What follows belongs to an exercise in optimizing a design on an open flow for small area and a short achievable clock period; a production flow would make more cautious choices.
Where RTL was checked, it was by simulation tests only, not by an equivalence proof against the original.
For run 2, only the layout was checked, not whether the RTL still works.

==> flow/design.v <==
module vedic_mult_reg(clk, a, b, result);
	input clk;
	input [15:0] a;
	input [15:0] b;
	output reg [31:0] result;
	reg [15:0] a_q;
	reg [15:0] b_q;
	wire [31:0] product;
	vedicmult_16bit mult(
		.a(a_q),
		.b(b_q),
		.result(product));
	always @(posedge clk) begin
		a_q <= a;
		b_q <= b;
		result <= product;
	end
endmodule

module concatenate(a, out);
	parameter M = 8;
	parameter O = 8;
	input [M-7:0]a;
	output [O-5:0]out;
	assign out = {2'b00, a};
endmodule
module concatenate_reverse(a, out);
	parameter M = 8;
	parameter O = 8;
	input [M-7:0]a;
	output [O-5:0]out;
	assign out = {a, 2'b00};
endmodule
module concatenate_4bit(a, out);
	parameter M = 8;
	parameter O = 8;
	input [M-7:0]a;
	output [O-5:0]out;
	assign out = {4'b0000, a};
endmodule
module concatenate_reverse_4bit(a, out);
	parameter M = 8;
	parameter O = 8;
	input [M-7:0]a;
	output [O-5:0]out;
	assign out = {a, 4'b0000};
endmodule
module concatenate_8bit(a, out);
	parameter M = 8;
	parameter O = 8;
	input [M-7:0]a;
	output [O-5:0]out;
	assign out = {8'b00000000, a};
endmodule
module concatenate_reverse_8bit(a, out);
	parameter M = 8;
	parameter O = 8;
	input [M-7:0]a;
	output [O-5:0]out;
	assign out = {a, 8'b00000000};
endmodule
module concatenate_16bit_z(a, out);
	parameter M = 16;
	parameter O = 32;
	input [M-1:0]a;
	output [O-1:0]out;
	assign out = {16'b0000000000000000, a};
endmodule
module big_concatenator (stack_in, PC_in, rom_in, stack_out, PC_out, rom_out);
	input [15:0]stack_in, PC_in, rom_in;
	output [31:0]stack_out, PC_out, rom_out;
	assign stack_out = {16'b0000000000000000, stack_in}; 
	assign PC_out = {16'b0000000000000000, PC_in};
	assign rom_out = {16'b0000000000000000, rom_in};
endmodule
module HA(a, b, Sum, Cout);
	input a, b;
	output Sum, Cout;
	assign Sum = a ^ b;
	assign Cout = a & b;
endmodule
module adder4(a, b, sum);
	input [3:0] a, b;
	output [3:0] sum;
	assign sum = a + b;
endmodule
module adder6(a, b, sum);
	input [5:0] a, b;
	output [5:0] sum;
	assign sum = a + b;
endmodule
module adder8(a, b, sum);
	input [7:0] a, b;
	output [7:0] sum;
	assign sum = a + b;
endmodule
module adder12(a, b, sum);
	input [11:0] a, b;
	output [11:0] sum;
	assign sum = a + b;
endmodule
module adder16(a, b, sum);
	input [15:0] a, b;
	output [15:0] sum;
	assign sum = a + b;
endmodule
module adder24(a, b, sum);
	input [23:0] a, b;
	output [23:0] sum;
	assign sum = a + b;
endmodule
module vedicmult_2bit(
	a,
	b,
	result
);
input wire	[1:0] a;
input wire	[1:0] b;
output wire	[3:0] result;
wire	[3:0] result_ALTERA_SYNTHESIZED;
wire	SYNTHESIZED_WIRE_0;
wire	SYNTHESIZED_WIRE_1;
wire	SYNTHESIZED_WIRE_2;
wire	SYNTHESIZED_WIRE_3;
assign	result_ALTERA_SYNTHESIZED[0] = a[0] & b[0];
assign	SYNTHESIZED_WIRE_0 = a[1] & b[0];
assign	SYNTHESIZED_WIRE_1 = a[0] & b[1];
assign	SYNTHESIZED_WIRE_2 = a[1] & b[1];
HA	b2v_inst4(
	.a(SYNTHESIZED_WIRE_0),
	.b(SYNTHESIZED_WIRE_1),
	.Sum(result_ALTERA_SYNTHESIZED[1]),
	.Cout(SYNTHESIZED_WIRE_3));
HA	b2v_inst5(
	.a(SYNTHESIZED_WIRE_2),
	.b(SYNTHESIZED_WIRE_3),
	.Sum(result_ALTERA_SYNTHESIZED[2]),
	.Cout(result_ALTERA_SYNTHESIZED[3]));
assign	result = result_ALTERA_SYNTHESIZED;
endmodule
module vedicmult_4bit(
	a,
	b,
	result
);
input wire	[3:0] a;
input wire	[3:0] b;
output wire	[7:0] result;
wire	out0;
wire	out1;
wire	out2;
wire	out20;
wire	out21;
wire	out22;
wire	out23;
wire	out24;
wire	out25;
wire	out3;
wire	out30;
wire	out31;
wire	out32;
wire	out33;
wire	out34;
wire	out35;
wire	[5:0] out4;
wire	[3:0] q0;
wire	[3:0] q1;
wire	[3:0] q2;
wire	[3:0] q3;
wire	[7:0] result_ALTERA_SYNTHESIZED;
wire	[3:0] sum00;
wire	[5:0] SYNTHESIZED_WIRE_0;
wire	[5:0] GDFX_TEMP_SIGNAL_2;
wire	[5:0] GDFX_TEMP_SIGNAL_4;
wire	[5:0] GDFX_TEMP_SIGNAL_1;
wire	[5:0] GDFX_TEMP_SIGNAL_5;
wire	[3:0] GDFX_TEMP_SIGNAL_0;
wire	[3:0] GDFX_TEMP_SIGNAL_3;
assign	out35 = GDFX_TEMP_SIGNAL_2[5];
assign	out34 = GDFX_TEMP_SIGNAL_2[4];
assign	out33 = GDFX_TEMP_SIGNAL_2[3];
assign	out32 = GDFX_TEMP_SIGNAL_2[2];
assign	out31 = GDFX_TEMP_SIGNAL_2[1];
assign	out30 = GDFX_TEMP_SIGNAL_2[0];
assign	GDFX_TEMP_SIGNAL_4 = {out35,out34,out33,out32,out31,out30};
assign	out25 = GDFX_TEMP_SIGNAL_1[5];
assign	out24 = GDFX_TEMP_SIGNAL_1[4];
assign	out23 = GDFX_TEMP_SIGNAL_1[3];
assign	out22 = GDFX_TEMP_SIGNAL_1[2];
assign	out21 = GDFX_TEMP_SIGNAL_1[1];
assign	out20 = GDFX_TEMP_SIGNAL_1[0];
assign	GDFX_TEMP_SIGNAL_5 = {out25,out24,out23,out22,out21,out20};
assign	out3 = GDFX_TEMP_SIGNAL_0[3];
assign	out2 = GDFX_TEMP_SIGNAL_0[2];
assign	out1 = GDFX_TEMP_SIGNAL_0[1];
assign	out0 = GDFX_TEMP_SIGNAL_0[0];
assign	GDFX_TEMP_SIGNAL_3 = {out3,out2,out1,out0};
vedicmult_2bit	b2v_inst(
	.a(a[1:0]),
	.b(b[1:0]),
	.result(q0));
vedicmult_2bit	b2v_inst1(
	.a(a[3:2]),
	.b(b[1:0]),
	.result(q1));
concatenate	b2v_inst11(
	.a(q0[3:2]),
	.out(GDFX_TEMP_SIGNAL_0));
	defparam	b2v_inst11.M = 8;
	defparam	b2v_inst11.O = 8;
concatenate	b2v_inst12(
	.a(sum00),
	.out(GDFX_TEMP_SIGNAL_1));
	defparam	b2v_inst12.M = 10;
	defparam	b2v_inst12.O = 10;
concatenate	b2v_inst13(
	.a(q2),
	.out(GDFX_TEMP_SIGNAL_2));
	defparam	b2v_inst13.M = 10;
	defparam	b2v_inst13.O = 10;
assign	result_ALTERA_SYNTHESIZED[1] = q0[1];
assign	result_ALTERA_SYNTHESIZED[0] = q0[0];
concatenate_reverse	b2v_inst18(
	.a(q3),
	.out(out4));
	defparam	b2v_inst18.M = 10;
	defparam	b2v_inst18.O = 10;
vedicmult_2bit	b2v_inst2(
	.a(a[1:0]),
	.b(b[3:2]),
	.result(q2));
vedicmult_2bit	b2v_inst3(
	.a(a[3:2]),
	.b(b[3:2]),
	.result(q3));
adder4	b2v_inst4(
	.a(q1),
	.b(GDFX_TEMP_SIGNAL_3),
	.sum(sum00));
adder6	b2v_inst5(
	.a(GDFX_TEMP_SIGNAL_4),
	.b(out4),
	.sum(SYNTHESIZED_WIRE_0));
adder6	b2v_inst6(
	.a(GDFX_TEMP_SIGNAL_5),
	.b(SYNTHESIZED_WIRE_0),
	.sum(result_ALTERA_SYNTHESIZED[7:2]));
assign	result = result_ALTERA_SYNTHESIZED;
endmodule
module vedicmult_8bit(
	a,
	b,
	result
);
input wire	[7:0] a;
input wire	[7:0] b;
output wire	[15:0] result;
wire	[7:0] con_q0;
wire	[11:0] con_q2;
wire	[11:0] con_q3;
wire	[11:0] con_sum;
wire	[7:0] q0;
wire	[7:0] q1;
wire	[7:0] q2;
wire	[7:0] q3;
wire	[15:0] result_ALTERA_SYNTHESIZED;
wire	[7:0] sum000;
wire	[11:0] SYNTHESIZED_WIRE_0;
vedicmult_4bit	b2v_inst(
	.a(a[3:0]),
	.b(b[3:0]),
	.result(q0));
vedicmult_4bit	b2v_inst1(
	.a(a[7:4]),
	.b(b[3:0]),
	.result(q1));
assign	result_ALTERA_SYNTHESIZED[0] = q0[0];
assign	result_ALTERA_SYNTHESIZED[1] = q0[1];
assign	result_ALTERA_SYNTHESIZED[2] = q0[2];
assign	result_ALTERA_SYNTHESIZED[3] = q0[3];
concatenate_4bit	b2v_inst14(
	.a(q2),
	.out(con_q2));
	defparam	b2v_inst14.M = 14;
	defparam	b2v_inst14.O = 16;
concatenate_4bit	b2v_inst15(
	.a(sum000),
	.out(con_sum));
	defparam	b2v_inst15.M = 14;
	defparam	b2v_inst15.O = 16;
vedicmult_4bit	b2v_inst2(
	.a(a[3:0]),
	.b(b[7:4]),
	.result(q2));
vedicmult_4bit	b2v_inst3(
	.a(a[7:4]),
	.b(b[7:4]),
	.result(q3));
adder8	b2v_inst4(
	.a(con_q0),
	.b(q1),
	.sum(sum000));
adder12	b2v_inst5(
	.a(con_q2),
	.b(con_q3),
	.sum(SYNTHESIZED_WIRE_0));
adder12	b2v_inst6(
	.a(con_sum),
	.b(SYNTHESIZED_WIRE_0),
	.sum(result_ALTERA_SYNTHESIZED[15:4]));
concatenate_4bit	b2v_inst8(
	.a(q0[7:4]),
	.out(con_q0));
	defparam	b2v_inst8.M = 10;
	defparam	b2v_inst8.O = 12;
concatenate_reverse_4bit	b2v_inst9(
	.a(q3),
	.out(con_q3));
	defparam	b2v_inst9.M = 14;
	defparam	b2v_inst9.O = 16;
assign	result = result_ALTERA_SYNTHESIZED;
endmodule
module vedicmult_16bit(
	a,
	b,
	result
);
input wire	[15:0] a;
input wire	[15:0] b;
output wire	[31:0] result;
wire	[15:0] con_q0;
wire	[23:0] con_q2;
wire	[23:0] con_q3;
wire	[23:0] con_sum000;
wire	[15:0] q0;
wire	[15:0] q1;
wire	[15:0] q2;
wire	[15:0] q3;
wire	[31:0] result_ALTERA_SYNTHESIZED;
wire	[15:0] sum000;
wire	[23:0] SYNTHESIZED_WIRE_0;
assign	result_ALTERA_SYNTHESIZED[3] = q0[3];
vedicmult_8bit	b2v_inst(
	.a(a[7:0]),
	.b(b[7:0]),
	.result(q0));
vedicmult_8bit	b2v_inst1(
	.a(a[15:8]),
	.b(b[7:0]),
	.result(q1));
assign	result_ALTERA_SYNTHESIZED[4] = q0[4];
assign	result_ALTERA_SYNTHESIZED[5] = q0[5];
assign	result_ALTERA_SYNTHESIZED[6] = q0[6];
assign	result_ALTERA_SYNTHESIZED[7] = q0[7];
assign	result_ALTERA_SYNTHESIZED[1] = q0[1];
assign	result_ALTERA_SYNTHESIZED[0] = q0[0];
concatenate_reverse_8bit	b2v_inst16(
	.a(q3),
	.out(con_q3));
	defparam	b2v_inst16.M = 22;
	defparam	b2v_inst16.O = 28;
concatenate_8bit	b2v_inst17(
	.a(q2),
	.out(con_q2));
	defparam	b2v_inst17.M = 22;
	defparam	b2v_inst17.O = 28;
concatenate_8bit	b2v_inst18(
	.a(sum000),
	.out(con_sum000));
	defparam	b2v_inst18.M = 22;
	defparam	b2v_inst18.O = 28;
vedicmult_8bit	b2v_inst2(
	.a(a[7:0]),
	.b(b[15:8]),
	.result(q2));
vedicmult_8bit	b2v_inst3(
	.a(a[15:8]),
	.b(b[15:8]),
	.result(q3));
adder16	b2v_inst4(
	.a(con_q0),
	.b(q1),
	.sum(sum000));
adder24	b2v_inst5(
	.a(con_q2),
	.b(con_q3),
	.sum(SYNTHESIZED_WIRE_0));
adder24	b2v_inst6(
	.a(con_sum000),
	.b(SYNTHESIZED_WIRE_0),
	.sum(result_ALTERA_SYNTHESIZED[31:8]));
assign	result_ALTERA_SYNTHESIZED[2] = q0[2];
concatenate_8bit	b2v_inst9(
	.a(q0[15:8]),
	.out(con_q0));
	defparam	b2v_inst9.M = 14;
	defparam	b2v_inst9.O = 20;
assign	result = result_ALTERA_SYNTHESIZED;
endmodule
==> flow/run.sh <==
#!/bin/bash
# synth_recipe.tcl (not shown) runs the flow's synth.tcl, then flattens the netlist and writes it again
# the make line also repeats each setting of config.mk as NAME=value (left out here)
make -C /OpenROAD-flow-scripts/flow DESIGN_CONFIG=/design/flow/config.mk WORK_HOME=/design/flow/orfs CLKGATE_MAP_FILE= SYNTH_SCRIPT=/design/flow/synth_recipe.tcl finish
==> flow/config.mk <==
export PLATFORM = sky130hd
export DESIGN_NAME = vedic_mult_reg
export DESIGN_NICKNAME = vedic_mult_reg
export VERILOG_FILES = /design/flow/design.v
export SDC_FILE = /design/flow/constraint.sdc
export NUM_CORES = 8
export LEC_CHECK = 0
export CAP_MARGIN = 20
export CORE_MARGIN = 2
export CORE_UTILIZATION = 40
export SLEW_MARGIN = 20
==> flow/constraint.sdc <==
create_clock -name core_clock -period 9.0 [get_ports {clk}]
set_input_delay 1.8000 -clock core_clock [delete_from_list [all_inputs] [get_ports {clk}]]
set_output_delay 1.8000 -clock core_clock [all_outputs]
set_load 0.01 [all_outputs]
==> run summary, run 1 <==
Setup violations, final 0; critical path peak fanout 4; Finished Cell Area 0.0162 mm2; IO Pins 65; Syn-to-layout area delta 18.3%; CTS Buffer Depth 2; Pins Over Slew Limit 0; drt first-iter violations 339; final core occ 48.1%; drt pass-1 iters 6; EDFF count, synth 0; Routed Wire Length 31.5 mm; Clock Sinks 64; Slew HR 54.1%; post-synthesis mux area share 0%; Max-Cap Viols 0; PortBufs 64; worst clock skew 0.0112 ns; Die Footprint 0.0356 mm2; initial antenna violation count 0; Async SR Flop Fraction 0%; Clock Latency Late Sink 0.37 ns; DR vias/cell 4.93; Min Clock Period, post-route 8.71 ns; Post-Place Setup Slack -0.331 ns; nets@finish 2123; Cell Area, Synth 0.0137 mm2; Worst EP arrival 8.96 ns; post-synthesis compound-gate area fraction 10.5%; CTS tree built; Crit. End Element flip-flop; mean routed wirelength per cell 15.1 um; GR Util All Layers 18.4%; Final WS setup 0.290 ns; row count 67; FF+latch count, synth 64; adder-cell area share of the yosys netlist 46.6%; first-pass GRT wire length 52.2 mm; syn_area_per_cell 9.00 um2; maximum clock rate 0.115 GHz; Syn. warnings 1; Final period util 96.8%; Die H 189 um; total gr overflow 0; root buffer cell clkbuf_16; CP required 9.25 ns; DRC errors left 0; pin count of the biggest net entering global routing 17; clk slew on worst S/H paths 0.05 ns; status complete, no violations; main combinational cell family by area after synthesis adder cells; post-synthesis xor/xnor area fraction 10.7%; Num CTS Buffers 9; Starting Density 40.6%; DP Wirelength 25.8 mm; Hold WS 0.610 ns; vias in the first global route 10655; crit start category flip-flop; htree depth 3; sequential area share after synthesis 9.38%; core area 0.0336 mm2; max incr delay on CP 0.58 ns; hold crit path type flip-flop to flip-flop; Synth Net Count 2001; commonest non-fill, non-tap cell in the layout ha_1; Yosys cell types 55; DP Area 0.0153 mm2; vias 10324; Synth Flop Type dfxtp_1; simple-gate share of the synthesized area 16.6%; # hold bufs at CTS 0; Fin. Hold Viols 0; CP max-delay cell fa_2; gpl congestion 0.883; share of cells above drive strength 1 10.6%; Syn Inst Count 1518; Antenna Violating Nets Remaining 0; critical path class flip-flop to flip-flop; commonest non-fill, non-tap cells in the layout ha_1 (335), and2_1 (238), inv_1 (189); DIE WIDTH 189 um; worst slew pin tran 0.688 ns; number of diodes 0
cells by family (layout without fill, tap and decap cells):
group,count (synthesis),after routing
adders and majority gates,450,450
xor gates and xnor gates,165,165
and+or+nand+nor,393,393
AOI/OAI and AO/OA,221,221
buffers and inverters,225,352
DFF,64,64
metal layers:
metal	vias up	GRT usage, %	routed length [um]
li1	5260	-	-
met2	106	31.8	15000
met4	0	5.41	595
met1	4929	24.0	15000
met5	-	0	0
met3	29	2.37	944
cell type report:
class                           count  area [um2]
Sequential cell                    64        1280
Fill cell                        3212       17400
Clock buffer                        9         225
Inverter                          191         717
Clock inverter                      7         143
Timing Repair Buffer              145        1250
Tap cell                          448         561
Multi-Input combinational cell   1229       12000
synthesized netlist by cell type, types with 2 or more instances:
cell,number,area share (%)
clkbuf_1,32,0.88
dfxtp_1,64,9.4
nor3_1,6,0.22
nand2_1,49,1.3
nor3b_1,5,0.27
a21o_1,70,3.8
a211oi_1,2,0.11
and3_1,4,0.18
o21ai_1,4,0.15
nand4_1,3,0.14
nand2b_1,9,0.41
or3_1,2,0.092
nand3_1,10,0.37
o211ai_1,2,0.11
nor2b_1,16,0.73
nor2_1,40,1.1
fa_1,98,14
ha_1,352,32
o31ai_1,2,0.11
inv_1,191,5.2
and2_1,240,11
o21bai_1,4,0.22
o21ai_0,17,0.62
a21oi_1,85,3.1
xnor2_1,115,7.4
o21a_1,14,0.77
xor2_1,48,3.1
a2111oi_0,2,0.13
a221oi_1,2,0.13
o31a_1,4,0.26
a211o_1,2,0.13
state kept, by name (all words and copies together) (netlist names):
name	count
a_q	16
b_q	16
result	32
per-stage QoR:
| step | setup TNS, ns | std cells |
|---|---|---|
| 2_1_floorplan | 0 | 1518 |
| 3_3_place_gp | -0.828 | 2072 |
| 3_5_place_dp | -2.08 | 2072 |
| 4_1_cts | 0 | 2088 |
| 5_1_grt | -0.382 | 2093 |
| 6_report | 0 | 2093 |
final timing paths:
path	startpoint	endpoint	slack, ns	cells after the start
hold reg to reg	b_q[1]	result[1]	0.61	2
hold / removal	b_q[1]	result[1]	0.61	2
setup / recovery	a_q[1]	result[24]	0.29	37
setup reg to reg	a_q[1]	result[24]	0.29	37
what timing repair did:
action	CTS	global route
pin swaps	8	37
buffers inserted	0	5
setup endpoints to repair	12	12
resized for setup	22	59
worst max-delay path, delay by kind of cell (launching register included):
family                     cells  cell delay, ns
and+or+nand+nor                6            1.10
DFF                            1            0.30
xor gates and xnor gates       5            0.71
AOI/OAI and AO/OA             10            1.71
buffers and inverters          3            0.28
adders and majority gates     13            4.46
==> inputs of run 2 (changes only) <==
==> flow/design.v (replaced) <==
module vedic_mult_reg(clk, a, b, result);
	input clk;
	input [15:0] a;
	input [15:0] b;
	output reg [31:0] result;
	reg [15:0] a_q;
	reg [15:0] b_q;
	wire [31:0] product;
	vedicmult_16bit mult(
		.a(a_q),
		.b(b_q),
		.result(product));
	always @(posedge clk) begin
		a_q <= a;
		b_q <= b;
		result <= product;
	end
endmodule

module vedicmult_16bit(a, b, result);
	input wire [15:0] a;
	input wire [15:0] b;
	output wire [31:0] result;
	assign result = a * b;
endmodule
==> run 2 against run 1 <==
Compared with the run above:
- flip-flop and latch count did not move
- critical path depth fell by 20
- still clean
- via count fell by 30%
- synthesized cell count fell by 29%
- count of clock-buffer cells in the layout rose by 3
- global-route usage rose by 1.0 points
==> run summary, run 2 <==
status complete, no violations (unchanged); Die H 162 um (was 189 um); Synth area leaders fa_1 (39%), ha_1 (13%), dfxtp_1 (13%), inv_1 (8.7%), and2_1 (7.8%) (was ha_1 (32%), fa_1 (14%), and2_1 (11%), dfxtp_1 (9.4%), xnor2_1 (7.4%)); Synth Flop Type dfxtp_1 (unchanged); nets@finish 1441 (was 2123); worst clock skew 0.0143 ns (was 0.0112 ns); Fillers 2370 (was 3212); row count 57 (was 67); Syn. warnings 1 (unchanged); Final period util 69.3% (was 96.8%); Die Footprint 0.0261 mm2 (was 0.0356 mm2); Num CTS Buffers 9 (unchanged); drt first-iter violations 404 (was 339); Antenna Violating Nets Remaining 0 (unchanged); worst slew pin tran 0.843 ns (was 0.688 ns); PortBufs 64 (unchanged); # hold bufs at CTS 0 (unchanged); global route hottest layer met2 (unchanged); crit start category flip-flop (unchanged); Synth Net Count 1407 (was 2001); gpl congestion 0.829 (was 0.883); met1 Use GR 23.6% (was 24.0%); core area 0.0243 mm2 (was 0.0336 mm2); mean routed wirelength per cell 16.5 um (was 15.1 um); htree depth 3 (unchanged); DP Wirelength 18.8 mm (was 25.8 mm); Yosys cell types 47 (was 55); maximum clock rate 0.160 GHz (was 0.115 GHz); RSZ-0062 raised after global routing no; top flop regs result x32, a_q x16, b_q x16 (unchanged); commonest cells in the synthesized netlist inv_1 (230), fa_1 (194), nand2_1 (156) (was ha_1 (352), and2_1 (240), inv_1 (191)); vias 7255 (was 10324); Post-CTS Setup Bufs 0 (unchanged); Worst EP arrival 6.51 ns (was 8.96 ns); commonest non-fill, non-tap cells in the layout inv_1 (230), fa_1 (194), nand2_1 (156) (was ha_1 (335), and2_1 (238), inv_1 (189)); pin count of the biggest net entering global routing 17 (unchanged); DRC errors left 0 (unchanged); total gr overflow 0 (unchanged); syn_area_per_cell 9.22 um2 (was 9.00 um2); Clock Latency Late Sink 0.36 ns (was 0.37 ns); Slew HR 43.7% (was 54.1%); GR Util met3 2.77% (was 2.37%); hold crit path type flip-flop to flip-flop (unchanged); critical path peak fanout 16 (was 4); CTS tree built (unchanged); root buffer cell clkbuf_16 (unchanged); drt pass-1 iters 5 (was 6); Routed Wire Length 23.8 mm (was 31.5 mm); Pins Over Slew Limit 0 (unchanged); setup_tns 0 ns (unchanged); EDFF count, synth 0 (unchanged); critical path class flip-flop to flip-flop (unchanged); clk slew on worst S/H paths 0.07 ns (was 0.05 ns); share of cells above drive strength 1 2.06% (was 10.6%); Syn-to-layout area delta 12.1% (was 18.3%); number of diodes 0 (unchanged); Setup violations, final 0 (unchanged); Async SR Flop Fraction 0% (unchanged); register name with the most flops result (unchanged); Fin. Hold Viols 0 (unchanged); Cell Area, Synth 0.00992 mm2 (was 0.0137 mm2); initial antenna violation count 0 (unchanged); top cell type's share of synthesized area 39.1% (was 32.2%); Clock Sinks 64 (unchanged); PostCTS Resize Cnt 0 (was 22); Crit. End Element flip-flop (unchanged); commonest non-fill, non-tap cell in the layout inv_1 (was ha_1); Max-Cap Viols 0 (unchanged); area leader, netlist fa_1 (was ha_1); CP required 9.28 ns (was 9.25 ns); first-pass GRT wire length 39.3 mm (was 52.2 mm); final core occ 45.7% (was 48.1%); GR Util All Layers 19.5% (was 18.4%); IO Pins 65 (unchanged); DIE WIDTH 162 um (was 189 um); vias in the first global route 7715 (was 10655); DR vias/cell 5.04 (was 4.93); worst reg2reg setup slack 2.77 ns (was 0.29 ns); Syn Inst Count 1076 (was 1518); FF+latch count, synth 64 (unchanged); CTS Buffer Depth 2 (unchanged); Min Clock Period, post-route 6.23 ns (was 8.71 ns); top-count cell post-synth inv_1 (was ha_1); M2 GR Usage 34.6% (was 31.8%); max reg flops 32 (unchanged); Starting Density 40.8% (was 40.6%); sequential area share after synthesis 12.9% (was 9.38%)
[run 2: path summary, 6_finish.rpt]
| kind | start | end | cells past startpoint |
|---|---|---|---|
| worst min register to register | a_q[0] | result[0] | 1 |
| worst min-delay path | a_q[0] | result[0] | 1 |
| worst max register to register | b_q[2] | result[30] | 17 |
| worst max-delay path | b_q[2] | result[30] | 17 |
[run 2: cells by family after synthesis]
| logic type | Yosys count | share of synthesized area (%) |
|---|---|---|
| flip-flops | 64 | 12.9 |
| AND/OR/NAND/NOR | 335 | 16.6 |
| AO/OA/AOI/OAI | 81 | 5.31 |
| XOR/XNOR | 27 | 2.38 |
| adder cells (fa/ha/maj) | 298 | 52.2 |
| buffers and inverters | 271 | 10.6 |
[run 2: layer usage]
layer | part of all wire [%] | vias up
li1 | - | 3297
met1 | 39 | 3744
met2 | 54 | 161
met3 | 3.6 | 53
met4 | 3.5 | 0
met5 | 0 | -
[run 2: layout make-up]
type                            instances  area (um2)  area share [%]
Tap cell                              324         405            3.64
Timing Repair Buffer                   64         641            5.76
Inverter                              230         863            7.76
Sequential cell                        64        1280            11.5
Clock buffer                           12         267            2.40
Multi-Input combinational cell        741        7590            68.2
Clock inverter                          4        75.1           0.675
[run 2: worst max-delay path, cell delays in order (launching register included)]
cell,delay [ns]
dfxtp_1,0.82
nand2_1,0.18
fa_1,0.54
fa_1,0.46
fa_1,0.54
fa_1,0.54
inv_1,0.05
fa_1,0.50
inv_1,0.06
fa_1,0.48
inv_1,0.04
ha_1,0.37
nand2_2,0.12
nor3_1,0.17
o21ai_0,0.18
a2111o_1,0.46
a221o_1,0.36
a221oi_2,0.23
[run 2: stage by stage]
| stage | hold slack [ns] | cells | setup slack [ns] | instance area, um2 |
|---|---|---|---|---|
| 2_1_floorplan | 0.495 | 1076 | 3.35 | 9920 |
| 5_1_grt | 0.813 | 1439 | 2.40 | 11100 |
| 4_1_cts | 0.767 | 1439 | 2.79 | 11100 |
| 6_report | 0.764 | 1439 | 2.77 | 11100 |
| 3_5_place_dp | 0.755 | 1423 | 2.80 | 10800 |
| 3_3_place_gp | 0.770 | 1423 | 2.91 | 10800 |

## re-timing with driven ports
The results above use ideal ports. As a check the final layouts listed here were re-extracted and re-timed, cells and wires unchanged.
Step 1, drivers: a clkbuf_16 drives clk and a buf_2 each remaining input, both assumed.
Step 2 times the ports against the registers' clock, not the clock port: input delays grow and output delays shrink by t, the midpoint of the rising clock arrivals with the driver on.
Three values: ideal ports, drivers, drivers and shift; two values: the first two.
run | t (ns) | setup WS [ns] | worst setup path after step 2 | latest minus earliest clock arrival (ns) | worst slew at a driven data input, ns
run 1 | 0.413 | 0.290 / 0.290 / 0.290 | register to register | 0.011 / 0.011 | 0.04
run 2 | 0.403 | 2.765 / 2.765 / 2.765 | register to register | 0.014 / 0.014 | 0.05
After both steps setup and hold are still met in every run listed.
